From an optimization exercise on the open Yosys and OpenROAD flow, aimed at a short achievable clock period and few clock cycles; shortcuts taken in it are not production practice.
The RTL of this run was laid out without a check of its function.
Power and IR drop assume default switching activity.

### run.sh
#!/bin/bash
# synth_recipe.tcl (not shown) runs the flow's synth.tcl, then flattens the netlist and writes it again
# the make line also repeats each setting of config.mk as NAME=value (left out here)
make -C /OpenROAD-flow-scripts/flow DESIGN_CONFIG=/design/flow/config.mk WORK_HOME=/design/flow/orfs CLKGATE_MAP_FILE= SYNTH_SCRIPT=/design/flow/synth_recipe.tcl finish
### config.mk
export PLATFORM = sky130hd
export DESIGN_NAME = as2650
export DESIGN_NICKNAME = as2650
export VERILOG_FILES = /design/flow/design.v
export SDC_FILE = /design/flow/constraint.sdc
export NUM_CORES = 4
export LEC_CHECK = 0
export ABC_CLOCK_PERIOD_IN_PS = 3000
export CAP_MARGIN = 20
export CORE_MARGIN = 2
export CORE_UTILIZATION = 40
export SETUP_SLACK_MARGIN = 4.5
export SLEW_MARGIN = 20
### constraint.sdc
create_clock -name core_clock -period 8.0 [get_ports {clk}]
set_input_delay 1.6000 -clock core_clock [delete_from_list [all_inputs] [get_ports {clk}]]
set_output_delay 1.6000 -clock core_clock [all_outputs]
set_load 0.01 [all_outputs]
### design.v
`default_nettype none
module as2650(
	input reset,
	output [12:0] adr,
	input [7:0] dbus_in,
	output [7:0] dbus_out,
	output oeb,
	output rw,
	output opreq,
	output wrp,
	output m_io,
	output d_c,
	input sense,
	output flag,
	input clk
);
	localparam F     = 0;   
	localparam OP1   = 1;   
	localparam REL1  = 2;   
	localparam ABSH  = 3;   
	localparam ABSL  = 4;   
	localparam INDH  = 5;   
	localparam INDL  = 6;   
	localparam DATA  = 7;   
	localparam WR    = 8;   
	localparam IOR   = 9;   
	localparam IOW   = 10;  
	localparam IOWL  = 11;  
	localparam MUL   = 12;  
	localparam RETL  = 13;  
	localparam BRT   = 14;  
	localparam BRL   = 15;  
	localparam BR2   = 16;  
	localparam BIND1 = 17;  
	localparam BIND2 = 18;  
	localparam BX1   = 19;  
	localparam BX2   = 20;  
	localparam BXI1  = 21;  
	localparam BXI2  = 22;  
	localparam HALT  = 23;
	localparam NPH   = 24;
	localparam EX_NONE = 3'd0;
	localparam EX_ALU  = 3'd1;  
	localparam EX_ROT  = 3'd2;
	localparam EX_MISC = 3'd3;  
	localparam EX_MUL  = 3'd4;
	reg [7:0] r0;
	reg [7:0] r1, r2, r3;
	reg [7:0] s1, s2, s3;
	reg [14:0] pc;
	reg [6:0] psu;
	reg psu7;
	reg [7:0] psl;
	reg [14:0] stack[7:0];
	reg [7:0] addr_buff;
	reg [1:0] idx_ctrl;
	reg [NPH-1:0] ph;
	reg [2:0] ex;
	reg [7:0] ir;
	reg [11:0] mp_lo;
	reg [11:0] mp_hi;
	reg [12:0] r_addr;
	reg r_opreq, r_rw, r_oeb, r_m_io, r_d_c, r_wrp;
	reg [7:0] b_buf;
	assign adr = r_addr;
	assign opreq = r_opreq;
	assign rw = r_rw;
	assign oeb = r_oeb;
	assign m_io = r_m_io;
	assign d_c = r_d_c;
	assign wrp = r_wrp;
	assign flag = psu[6];
	assign dbus_out = b_buf;
	wire [7:0] d = dbus_in;
	wire [7:0] psu_full = {psu7, psu};
	function [7:0] regsel(input [1:0] n);
		regsel = n == 0 ? r0 : (n == 1 ? r1 : (n == 2 ? r2 : r3));
	endfunction
	function [1:0] cc_for(input [7:0] v);
		cc_for = v[7] ? 2'b10 : (v != 0 ? 2'b01 : 2'b00);
	endfunction
	task write_reg(input [1:0] n, input [7:0] v);
		begin
			case(n)
				2'd0: r0 <= v;
				2'd1: r1 <= v;
				2'd2: r2 <= v;
				2'd3: r3 <= v;
			endcase
		end
	endtask
	wire [7:0] rn = regsel(ir[1:0]);
	wire [7:0] rn_p1 = rn + 8'd1;
	wire [7:0] rn_m1 = rn - 8'd1;
	wire [2:0] sp = psu[2:0];
	wire [2:0] sp_m1 = sp - 3'd1;
	wire [14:0] stk_top = stack[sp_m1];
	wire [14:0] pc_p1 = pc + 15'd1;
	wire [14:0] pc_p2 = pc + 15'd2;
	wire [14:0] pc_p3 = pc + 15'd3;
	function reg_nz(input [3:0] h, input [7:0] v);
		reg_nz = h == 4'hD ? (v != 8'hFF) : (h == 4'hF ? (v != 8'h01) : (v != 8'h00));
	endfunction
	function is_regbr(input [3:0] h);
		is_regbr = h == 4'h5 || h == 4'h7 || h == 4'hD || h == 4'hF;
	endfunction
	function cc_taken(input [3:0] h, input [1:0] c);
		cc_taken = (h == 4'h1 || h == 4'h3) ? (c == 2'b11 || c == psl[7:6]) : (c != psl[7:6]);
	endfunction
	function is_call(input [3:0] h);
		is_call = h == 4'h3 || h == 4'h7 || h == 4'hB;
	endfunction
	wire [3:0] hi = ir[7:4];
	wire br_taken = is_regbr(hi) ? reg_nz(hi, rn) : cc_taken(hi, ir[1:0]);
	wire ret_taken = ir[1:0] == 2'b11 || ir[1:0] == psl[7:6];
	wire [3:0] dhi = d[7:4];
	wire [7:0] rd = regsel(d[1:0]);
	wire [3:0] nz_any = {r3 != 8'h00, r2 != 8'h00, r1 != 8'h00, r0 != 8'h00};
	wire [3:0] nz_inc = {r3 != 8'hFF, r2 != 8'hFF, r1 != 8'hFF, r0 != 8'hFF};
	wire [3:0] nz_dec = {r3 != 8'h01, r2 != 8'h01, r1 != 8'h01, r0 != 8'h01};
	wire d_reg_nz = dhi == 4'hD ? nz_inc[d[1:0]] : (dhi == 4'hF ? nz_dec[d[1:0]] : nz_any[d[1:0]]);
	wire d_taken = is_regbr(dhi) ? d_reg_nz : cc_taken(dhi, d[1:0]);
	wire d_ret_taken = d[1:0] == 2'b11 || d[1:0] == psl[7:6];
	wire [7:0] rd_p1 = rd + 8'd1;
	wire [7:0] rd_m1 = rd - 8'd1;
	wire d_branch = d[4] && d[3];
	wire d_zbr = d == 8'h9B || d == 8'hBB;
	wire d_bxa = d == 8'h9F || d == 8'hBF;
	wire d_uncond = (dhi == 4'h1 || dhi == 4'h3) && d[1:0] == 2'b11;
	wire d_ret = d[4] && !d[3] && (dhi == 4'h1 || dhi == 4'h3) && d[2];
	wire d_red = d[4] && !d[3] && (dhi == 4'h3 || dhi == 4'h7) && !d[2];
	wire d_wrt = d[4] && !d[3] && (dhi == 4'hB || dhi == 4'hF) && !d[2];
	wire d_rot = d[4] && !d[3] && (dhi == 4'h5 || dhi == 4'hD) && !d[2];
	wire d_misc1 = d == 8'h10 || d == 8'h11 || d == 8'h12 || d == 8'h13 ||
		d == 8'h91 || d == 8'h92 || d == 8'h93;
	wire d_mul = d == 8'h90;
	wire e_pend = ex != EX_NONE;
	wire br_defer = !d_uncond && e_pend;
	wire ret_defer = ex == EX_MISC || (d[1:0] != 2'b11 && e_pend);
	function [12:0] rel_add(input [12:0] base, input [6:0] dd);
		reg [7:0] lo;
		reg [5:0] up;
		begin
			lo = {1'b0, base[6:0]} + {1'b0, dd};
			case({dd[6], lo[7]})
				2'b01: up = base[12:7] + 6'd1;
				2'b10: up = base[12:7] - 6'd1;
				default: up = base[12:7];
			endcase
			rel_add = {up, lo[6:0]};
		end
	endfunction
	wire [12:0] br_target = rel_add(pc_p1[12:0], d[6:0]);
	wire [12:0] rel_data = rel_add(pc_p2[12:0], d[6:0]);
	wire [12:0] abs_base = {addr_buff[4:0], d};
	function [7:0] idx_val(input [1:0] c);
		idx_val = c == 1 ? rn_p1 : (c == 2 ? rn_m1 : rn);
	endfunction
	wire [1:0] ind_idx = ir[3:2] == 2'b11 ? idx_ctrl : 2'b00;
	reg [7:0] idxv;
	wire [4:0] ab_p1 = addr_buff[4:0] + 5'd1;
	wire [8:0] idx_lo = {1'b0, d} + {1'b0, idxv};
	wire [12:0] idx_addr = {idx_lo[8] ? ab_p1 : addr_buff[4:0], idx_lo[7:0]};
	wire [12:0] abs_addr = addr_buff[6:5] != 0 ? idx_addr : abs_base;
	wire [12:0] ind_addr = ind_idx != 0 ? idx_addr : abs_base;
	wire [8:0] bxa_lo = {1'b0, d} + {1'b0, r3};
	wire [6:0] ab7_p1 = {2'b00, addr_buff[4:0]} + 7'd1;
	wire [14:0] bxa_target = {bxa_lo[8] ? ab7_p1 : {2'b00, addr_buff[4:0]}, bxa_lo[7:0]};
	wire is_store = ir[7:5] == 3'd6;
	wire [7:0] st_data = addr_buff[6:5] != 0 ? r0 : rn;
	wire push_early = is_call(hi) && ir != 8'hBB;
	wire [2:0] aop = ir[7:5];
	wire cin_add = psl[3] && psl[0];
	wire cin_sub = !psl[3] || psl[0];
	wire [8:0] a_add9 = {1'b0, rn} + {1'b0, d} + {8'd0, cin_add};
	wire [8:0] a_sub9 = {1'b0, rn} + {1'b0, ~d} + {8'd0, cin_sub};
	wire [7:0] a_add = a_add9[7:0];
	wire [7:0] a_sub = a_sub9[7:0];
	wire a_c = aop == 3'd4 ? (a_add9[8] && !(d == 8'hFF && cin_add)) : (a_sub9[8] && !(d == 8'h00 && cin_sub));
	reg [7:0] a_res;
	always @(*) begin
		case(aop)
			3'd1: a_res = rn ^ d;
			3'd2: a_res = rn & d;
			3'd3: a_res = rn | d;
			3'd4: a_res = a_add;
			3'd5: a_res = a_sub;
			default: a_res = d;
		endcase
	end
	wire [1:0] a_cmp = (psl[1] || rn[7] == d[7]) ?
		(rn > d ? 2'b01 : (rn < d ? 2'b10 : 2'b00)) : (rn[7] ? 2'b10 : 2'b01);
	wire [1:0] a_dest = (ir[3:2] == 2'b11 && idx_ctrl != 0) ? 2'd0 : ir[1:0];
	wire [8:0] z_add9 = {1'b0, r0} + {1'b0, rn} + {8'd0, cin_add};
	wire [8:0] z_sub9 = {1'b0, r0} + {1'b0, ~rn} + {8'd0, cin_sub};
	wire [7:0] z_add = z_add9[7:0];
	wire [7:0] z_sub = z_sub9[7:0];
	wire z_c = aop == 3'd4 ? (z_add9[8] && !(rn == 8'hFF && cin_add)) : (z_sub9[8] && !(rn == 8'h00 && cin_sub));
	reg [7:0] z_res;
	always @(*) begin
		case(aop)
			3'd1: z_res = r0 ^ rn;
			3'd2: z_res = r0 & rn;
			3'd3: z_res = r0 | rn;
			3'd4: z_res = z_add;
			3'd5: z_res = z_sub;
			default: z_res = rn;
		endcase
	end
	wire [1:0] z_cmp = (psl[1] || r0[7] == rn[7]) ?
		(r0 > rn ? 2'b01 : (r0 < rn ? 2'b10 : 2'b00)) : (r0[7] ? 2'b10 : 2'b01);
	wire [15:0] mul_res = {4'd0, mp_lo} + {mp_hi, 4'd0};
	wire [7:0] rrr = psl[3] ? {psl[0], rn[7:1]} : {rn[0], rn[7:1]};
	wire [7:0] rrl = psl[3] ? {rn[6:0], psl[0]} : {rn[6:0], rn[7]};
	task write_psl(input [7:0] v);
		begin
			psl <= v;
			if(v[4] != psl[4]) begin
				r1 <= s1; r2 <= s2; r3 <= s3;
				s1 <= r1; s2 <= r2; s3 <= r3;
			end
		end
	endtask
	task goto_f(input [14:0] a);
		begin
			pc <= a;
			r_addr <= a[12:0];
			ph <= 1 << F;
		end
	endtask
	task start_write(input [7:0] v);
		begin
			ph <= 1 << WR;
			r_rw <= 1;
			r_oeb <= 0;
			r_wrp <= 1;
			b_buf <= v;
		end
	endtask
	always @(posedge clk) begin
		if(reset) begin
			pc <= 0;
			r0 <= 0;
			r1 <= 0; r2 <= 0; r3 <= 0;
			s1 <= 0; s2 <= 0; s3 <= 0;
			psu <= 0;
			psu7 <= 0;
			psl <= 0;
			ph <= 1 << F;
			ex <= EX_NONE;
			r_addr <= 0;
			r_opreq <= 1;
			r_rw <= 0;
			r_oeb <= 1;
			r_m_io <= 1;
			r_d_c <= 0;
			r_wrp <= 0;
			b_buf <= 0;
			idx_ctrl <= 0;
		end else if(!ph[HALT]) begin
			psu7 <= sense;
			if(ph[F]) begin
				case(ex)
					EX_ALU: begin
						if(aop == 3'd7) begin
							psl[7:6] <= z_cmp;
						end else if(aop == 3'd6) begin  
							write_reg(ir[1:0], r0);
							psl[7:6] <= cc_for(r0);
						end else begin
							psl[7:6] <= cc_for(z_res);
							r0 <= z_res;
							if(aop == 3'd4 || aop == 3'd5) begin
								psl[5] <= z_res[4];
								psl[2] <= r0[7] == rn[7] && z_res[7] != r0[7];
								psl[0] <= z_c;
							end
						end
					end
					EX_ROT: begin
						if(!ir[7]) begin
							if(psl[3]) begin
								psl[0] <= rn[0];
								psl[5] <= rn[6];
							end
							psl[7:6] <= cc_for(rrr);
							write_reg(ir[1:0], rrr);
						end else begin
							if(psl[3]) begin
								psl[0] <= rn[7];
								psl[5] <= rn[4];
							end
							psl[7:6] <= cc_for(rrl);
							write_reg(ir[1:0], rrl);
						end
					end
					EX_MISC: begin
						if(ir == 8'h91) begin
							r0 <= r1;
							write_reg(2'd1, r0);
						end else if(ir == 8'h10) begin
							r0 <= stk_top[7:0];
							write_reg(2'd1, {1'b0, stk_top[14:8]});
							psu[2:0] <= sp_m1;
						end else if(ir == 8'h11) begin
							stack[sp_m1][7:0] <= r0;
							stack[sp][14:8] <= r1[6:0];
							psu[2:0] <= sp + 3'd1;
						end else if(ir == 8'h12) begin
							r0 <= psu_full;
							psl[7:6] <= cc_for(r0);
						end else if(ir == 8'h13) begin
							r0 <= psl;
							psl[7:6] <= cc_for(r0);
						end else if(ir == 8'h92) begin
							psu <= r0[6:0];
						end else begin  
							write_psl(r0);
						end
					end
					EX_MUL: begin
						write_reg(2'd2, mul_res[7:0]);
						write_reg(2'd3, mul_res[15:8]);
					end
					default: ;
				endcase
				ir <= d;
				ex <= EX_NONE;
				pc <= pc_p1;
				r_addr <= pc_p1[12:0];
				ph <= 1 << F;
				if(d == 8'h40) begin  
					ph <= 1 << HALT;
					r_opreq <= 0;
				end else if(d[4] == 0) begin
					if(d[3:2] == 2'b00) begin
						ex <= d == 8'hC0 ? EX_NONE : EX_ALU;
					end else if(d[3:2] == 2'b01) begin
						ph <= 1 << OP1;
					end else if(d[3:2] == 2'b10) begin
						ph <= 1 << REL1;
					end else begin
						ph <= 1 << ABSH;
					end
				end else if(d_branch) begin
					if(d_zbr) begin
						ph <= 1 << BRT;
					end else if(d_bxa) begin
						ph <= 1 << BX1;
					end else if(br_defer) begin
						ph <= 1 << BRL;
					end else begin
						if(dhi == 4'hD) write_reg(d[1:0], rd_p1);
						if(dhi == 4'hF) write_reg(d[1:0], rd_m1);
						if(d_taken) begin
							ph <= 1 << BRT;
						end else begin
							pc <= d[2] ? pc_p3 : pc_p2;
							r_addr <= d[2] ? pc_p3[12:0] : pc_p2[12:0];
						end
					end
				end else if(d_ret) begin
					if(ret_defer) begin
						ph <= 1 << RETL;
						r_opreq <= 0;
					end else if(d_ret_taken) begin
						pc <= stk_top;
						r_addr <= stk_top[12:0];
						psu[2:0] <= sp_m1;
						if(dhi == 4'h3) psu[5] <= 0;
					end
				end else if(d_red) begin
					ph <= 1 << IOR;
					r_m_io <= 0;
					r_d_c <= d[6];
				end else if(d_wrt) begin
					r_d_c <= d[6];
					if(e_pend) begin
						ph <= 1 << IOWL;
						r_opreq <= 0;
					end else begin
						ph <= 1 << IOW;
						r_m_io <= 0;
						r_rw <= 1;
						r_oeb <= 0;
						r_wrp <= 1;
						b_buf <= rd;
					end
				end else if(d_rot) begin
					ex <= EX_ROT;
				end else if(d_misc1) begin
					ex <= EX_MISC;
				end else if(d_mul) begin
					ph <= 1 << MUL;
					r_opreq <= 0;
				end else begin  
					ph <= 1 << OP1;
				end
			end
			if(ph[OP1]) begin
				goto_f(pc_p1);
				if(!ir[4]) begin  
					if(aop == 3'd7) begin
						psl[7:6] <= a_cmp;
					end else begin
						psl[7:6] <= cc_for(a_res);
						write_reg(ir[1:0], a_res);
						if(aop == 3'd4 || aop == 3'd5) begin
							psl[5] <= a_res[4];
							psl[2] <= rn[7] == d[7] && a_res[7] != rn[7];
							psl[0] <= a_c;
						end
					end
				end else begin
					case(ir)
						8'h74: psu <= psu & ~d[6:0];
						8'h75: write_psl(psl & ~d);
						8'h76: psu <= psu | d[6:0];
						8'h77: write_psl(psl | d);
						8'hB4, 8'hB6: psl[7:6] <= (psu_full & d) == d ? 2'b00 : 2'b10;
						8'hB5, 8'hB7: psl[7:6] <= (psl & d) == d ? 2'b00 : 2'b10;
						8'hF4, 8'hF5, 8'hF6, 8'hF7: psl[7:6] <= (rn & d) == d ? 2'b00 : 2'b10;
						default: ;
					endcase
				end
			end
			if(ph[DATA]) begin
				goto_f(pc);
				if(aop == 3'd7) begin
					psl[7:6] <= a_cmp;
				end else begin
					psl[7:6] <= cc_for(a_res);
					write_reg(a_dest, a_res);
					if(aop == 3'd4 || aop == 3'd5) begin
						psl[5] <= a_res[4];
						psl[2] <= rn[7] == d[7] && a_res[7] != rn[7];
						psl[0] <= a_c;
					end
				end
			end
			if(ph[IOR]) begin
				goto_f(pc);
				r_m_io <= 1;
				write_reg(ir[1:0], d);
				psl[7:6] <= cc_for(d);
			end
			if(ph[REL1]) begin
				pc <= pc_p1;
				r_addr <= rel_data;
				if(d[7]) begin
					ph <= 1 << INDH;
				end else if(is_store) begin
					start_write(st_data);
				end else begin
					ph <= 1 << DATA;
				end
			end
			if(ph[ABSH]) begin
				addr_buff <= d;
				idxv <= idx_val(d[6:5]);
				pc <= pc_p1;
				r_addr <= pc_p1[12:0];
				ph <= 1 << ABSL;
			end
			if(ph[ABSL]) begin
				pc <= pc_p1;
				idx_ctrl <= addr_buff[6:5];
				if(addr_buff[7]) begin
					r_addr <= abs_base;
					ph <= 1 << INDH;
				end else begin
					r_addr <= abs_addr;
					if(addr_buff[6:5] != 0) write_reg(ir[1:0], idxv);
					if(is_store) start_write(st_data);
					else ph <= 1 << DATA;
				end
			end
			if(ph[INDH]) begin
				addr_buff <= d;
				r_addr <= r_addr + 13'd1;
				ph <= 1 << INDL;
			end
			if(ph[INDL]) begin
				r_addr <= ind_addr;
				if(ind_idx != 0) write_reg(ir[1:0], idxv);
				if(is_store) start_write(st_data);
				else ph <= 1 << DATA;
			end
			if(ph[WR] || ph[IOW]) begin
				goto_f(pc);
				r_rw <= 0;
				r_oeb <= 1;
				r_wrp <= 0;
				r_m_io <= 1;
			end
			if(ph[IOWL]) begin
				ph <= 1 << IOW;
				r_opreq <= 1;
				r_m_io <= 0;
				r_rw <= 1;
				r_oeb <= 0;
				r_wrp <= 1;
				b_buf <= rn;
			end
			if(ph[MUL]) begin
				mp_lo <= r0 * r1[3:0];
				mp_hi <= r0 * r1[7:4];
				ex <= EX_MUL;
				goto_f(pc);
				r_opreq <= 1;
			end
			if(ph[RETL]) begin
				r_opreq <= 1;
				if(ret_taken) begin
					goto_f(stk_top);
					psu[2:0] <= sp_m1;
					if(hi == 4'h3) psu[5] <= 0;
				end else begin
					goto_f(pc);
				end
			end
			if(ph[BRL]) begin
				if(hi == 4'hD) write_reg(ir[1:0], rn_p1);
				if(hi == 4'hF) write_reg(ir[1:0], rn_m1);
				if(!br_taken) goto_f(ir[2] ? pc_p2 : pc_p1);
			end
			if(ph[BRT] || (ph[BRL] && br_taken)) begin
				if(!ir[2]) begin
					pc <= pc_p1;
					if(push_early) begin
						stack[sp] <= pc_p1;
						psu[2:0] <= sp + 3'd1;
					end
					if(d[7]) begin
						r_addr <= br_target;
						ph <= 1 << BIND1;
					end else begin
						goto_f({2'b00, br_target});
					end
				end else begin
					addr_buff <= d;
					pc <= pc_p1;
					r_addr <= pc_p1[12:0];
					ph <= 1 << BR2;
				end
			end
			if(ph[BR2]) begin
				if(is_call(hi)) begin
					stack[sp] <= pc_p1;
					psu[2:0] <= sp + 3'd1;
				end
				if(addr_buff[7]) begin
					pc <= pc_p1;
					r_addr <= abs_base;
					ph <= 1 << BIND1;
				end else begin
					pc <= {addr_buff[6:0], d};
					r_addr <= abs_base;
					ph <= 1 << F;
				end
			end
			if(ph[BIND1]) begin
				addr_buff <= d;
				r_addr <= r_addr + 13'd1;
				ph <= 1 << BIND2;
			end
			if(ph[BIND2]) begin
				if(ir == 8'hBB) begin
					stack[sp] <= pc;
					psu[2:0] <= sp + 3'd1;
				end
				goto_f({2'b00, d[4:0], addr_buff});
			end
			if(ph[BX1]) begin
				addr_buff <= d;
				pc <= pc_p1;
				r_addr <= pc_p1[12:0];
				ph <= 1 << BX2;
			end
			if(ph[BX2]) begin
				if(ir[5]) begin  
					stack[sp] <= pc_p1;
					psu[2:0] <= sp + 3'd1;
				end
				if(addr_buff[7]) begin
					pc <= pc_p1;
					r_addr <= abs_base;
					ph <= 1 << BXI1;
				end else begin
					goto_f(bxa_target);
				end
			end
			if(ph[BXI1]) begin
				addr_buff <= d;
				r_addr <= r_addr + 13'd1;
				ph <= 1 << BXI2;
			end
			if(ph[BXI2]) begin
				pc <= {addr_buff[6:0], d};
				r_addr <= abs_base;
				ph <= 1 << F;
			end
		end
	end
endmodule
==> notes.md <==
[path summary, 6_finish.rpt]
| check | end | startpoint |
|---|---|---|
| worst max register to register | r_addr[12]$_SDFFE_PP0N_ | pc[3]$_SDFFE_PP0N_ |
| worst min register to register | r_rw$_SDFFE_PP0N_ | r_rw$_SDFFE_PP0N_ |
| worst max-delay path | r_addr[12]$_SDFFE_PP0N_ | pc[3]$_SDFFE_PP0N_ |
| worst min-delay path | r_rw$_SDFFE_PP0N_ | r_rw$_SDFFE_PP0N_ |
[cell type report]
type                       instances  share of cell area
antenna                           15            0.000788
clock buffer                      50              0.0229
clock inverter                    25             0.00788
inverter                         155              0.0143
multi-input combinational       3846               0.621
sequential                       311               0.167
tap                             1155              0.0304
timing repair buffer             602               0.135
[metrics by stage]
step           worst slack [ns]  utilization  hold slack [ns]  cells  power, mW
2_1_floorplan              3.33            -            0.446   4726       3.46
3_3_place_gp               2.08        0.434            0.451   5683       4.51
3_5_place_dp               2.04        0.434            0.460   5683       4.49
4_1_cts                    3.53        0.519            0.479   6052       7.14
5_1_grt                    3.39        0.548            0.497   6145       7.76
6_report                   3.52        0.548            0.473   6159       7.68
[logic make-up after synthesis]
family | after synthesis | synth area share
mux | 163 | 0.0640
simple gates | 1593 | 0.205
buf+inv | 575 | 0.0639
xor+xnor | 192 | 0.0483
compound gates | 1696 | 0.315
flops | 311 | 0.225
fa+ha+maj | 196 | 0.0782
[synth_stat cells (34+ instances only)]
master | n | area (µm²)
nor2b_1 | 39 | 244
xnor2_1 | 137 | 1200
nand4_1 | 41 | 257
clkbuf_1 | 308 | 1160
nor3_1 | 127 | 636
and2_1 | 39 | 244
a21o_1 | 45 | 338
fa_1 | 39 | 781
a211oi_1 | 54 | 405
nor2_1 | 441 | 1660
xor2_1 | 53 | 464
nand2_1 | 601 | 2260
a22oi_1 | 41 | 308
o211ai_1 | 69 | 518
mux4_2 | 47 | 1060
dfxtp_1 | 143 | 2860
o22ai_1 | 83 | 519
o221ai_1 | 49 | 429
buf_2 | 40 | 200
and3_1 | 34 | 213
a21oi_1 | 449 | 2250
mux2i_1 | 96 | 961
buf_1 | 65 | 244
a221oi_1 | 74 | 648
inv_1 | 137 | 514
a31oi_1 | 70 | 438
edfxtp_1 | 168 | 5040
nand3_1 | 119 | 596
o21ai_0 | 391 | 1960
ha_1 | 157 | 1960
[state kept, by name, indices dropped and copies added, names as in the netlist, 12 cells and up]
name	count
ph	24
r_addr	13
mp_lo	12
mp_hi	12
stack	120
pc	15
[report_power, final]
group / switching (mW) / internal, mW
sequential: 0.143 / 1.74
combinational: 2.37 / 1.32
clock: 0.919 / 1.19
total: 3.43 / 4.25
[what timing repair did]
action,in CTS,in global routing
endpoints found under the setup margin,377,365
pin swaps,225,231
gates resized for setup,699,368
cloned,27,3
setup buffers,267,89
[layer usage]
| metal | share of wire | vias to the layer above | global-route usage |
|---|---|---|---|
| met2 | 0.37 | 4367 | 0.639 |
| li1 | - | 18178 | - |
| met1 | 0.37 | 21754 | 0.625 |
| met4 | 0.081 | 24 | 0.292 |
| met5 | 0.0014 | - | 0.0201 |
| met3 | 0.18 | 1220 | 0.245 |
==> summary.md <==
| Metric | Value |
|---|---|
| Final min period | `between 4 and 5 ns` |
| CTS H-tree depth | `2` |
| Critical path arrival | `5.04 ns` |
| TritonCTS Buffers | `41` |
| Sequential cell area | `between 7000 and 8000 µm²` |
| Max FO, Critical Path | `20` |
| Layout cell share with drive strength beyond 1 | `0.291` |
| DRT Pass-1 Iters | `14` |
| Worst-Skew Late Latency | `0.66 ns` |
| Synth Flop Type | `edfxtp_1` |
| Final instance area | `47600 µm²` |
| Chip height | `approximately 300 µm` |
| Fmax | `between 0.2 and 0.25 GHz` |
| Max Slew Vio Count | `0` |
| Placed instance area | `37700 µm²` |
| Wire per inst | `37.4 µm` |
| CTS tree | `done` |
| Rows | `108` |
| Crit-path slowest cell | `or4_4` |
| Vias in the first global route | `41.5k` |
| Sum Neg Setup Slack | `0 ns` |
| Min-Delay Path Class | `register to register` |
| P per Cell Area | `161 nW/µm²` |
| Commonest non-fill, non-tap cell in the layout | `nand2_1` |
| Post-DRT Antenna Nets | `0` |
| Hold Buf Count CTS | `0` |
| Cells after synthesis | `between 4k and 5k` |
| Fillers | `8024` |
| Via count | `between 40k and 50k` |
| Final wirelength | `approximately 230000 µm` |
| Critical Path Source Type | `register` |
| Synth async-reset ratio | `0` |
| Multi-input logic area | `just under 30000 µm²` |
| CP max stage delay | `0.42 ns` |
| Initial Util | `0.404` |
| Syn Area/Cell | `roughly 7.4 µm²` |
| Die span in x | `300 µm` |
| Placer Congestion | `1.08` |
| Core Area | `86900 µm²` |
| Vias per cell | `roughly 7.4` |
| Commonest cells after routing, fill and taps aside | `nand2_1, nor2_1, buf_4` |
| Netlist cell types | `103` |
| Iter 0 DRT Violations | `~8.4k` |
| CP Capture Type | `register` |
| Clk slew on worst S/H paths | `0.07 ns` |
| Outcome | `timing/DRC/antenna clean` |
| Number of synthesized flops with an enable pin | `roughly 170` |
| Clock Path Buffers | `3` |
| Worst path top cell family by delay | `compound AO/OA/AOI/OAI gates` |
| P&R area growth vs syn | `35.7%` |
| Static Leak | `between 15 and 20 nW` |
| Initial antenna violation count | `16` |
| Slew Limit Headroom | `0.134` |
| Seq/Total Area, Yosys | `0.225` |
| R2r setup slk | `3.52 ns` |
| Port Buffer Count | `38` |
| Final worst-path cycle share | `0.560` |
| Root Buffer | `clkbuf_16` |
| Pin count of the biggest net entering global routing | `56` |
| Syn_nets | `4933` |
| Synthesized area | `35100 µm²` |
| GR Overflow Total | `0` |
| Hold Crit Depth | `1` |
| IO Count | `39` |
| DR DRC count | `0` |
| Die area | `~90000 µm²` |
| Critical path class | `register to register` |
| Clock skew | `between 0.03 and 0.04 ns` |
| FF-to-FF path depth | `18` |
| Final Hold Fails | `0` |
| RSZ-0062 raised after global routing | `yes` |
| Fin nets | `roughly 5.2k` |
| WP data required | `8.55 ns` |
| DP HPWL | `about 150000 µm` |
| GRT Total Usage | `0.486` |
| Worst IR drop on VDD | `0.178 mV` |
| #FFs+latches synth | `311` |
| Number of warnings issued by yosys | `1` |
| Slew @ Worst Pin | `between 1 and 1.5 ns` |
| First-pass GRT wire length | `~320000 µm` |
| # clock sinks | `311` |
| CP Cell Sequence | `buf_4 > and3_4 > xnor2_4 > inv_2 > ha_1 > a21oi_2 > o21bai_1 > a21oi_1 > ha_2 > buf_12 > ha_4 > a21o_1 > a31oi_2 > xnor2_2 > nand2_1 > a32o_1 > or4_4 > o211a_1` |
| Cell count along the critical path | `18` |
| Worst path buffer plus inverter count | `3` |
| Maxcap violations | `0` |
| Setup violators final | `0` |

==> port drivers added, routing unchanged <==
The results above use ideal ports. As a check the final layout listed here was re-extracted and re-timed, cells and wires unchanged.
Step 1 sets driving cells, clkbuf_16 on the clock port and buf_2 on the other inputs (assumed; they add their load-dependent delay and slew).
Step 2 times the ports against the registers' clock, not the clock port: input delays grow and output delays shrink by t, the midpoint of the rising clock arrivals with the driver on.
a / b / c = no drivers / after step 1 / after step 2; a / b = the first two.
t (ns): 0.724
slack for setup (ns): 3.517 / 3.509 / 2.785
worst hold slack (ns): 0.473 / 0.473 / 0.473
worst register clock-pin slew, ns: 0.07 / 0.07
worst data-port slew with drivers (ns): 0.20
After both steps setup and hold are still met in this run. The setup slack of this run moves by -0.008 ns with the drivers and by -0.732 ns with both steps.
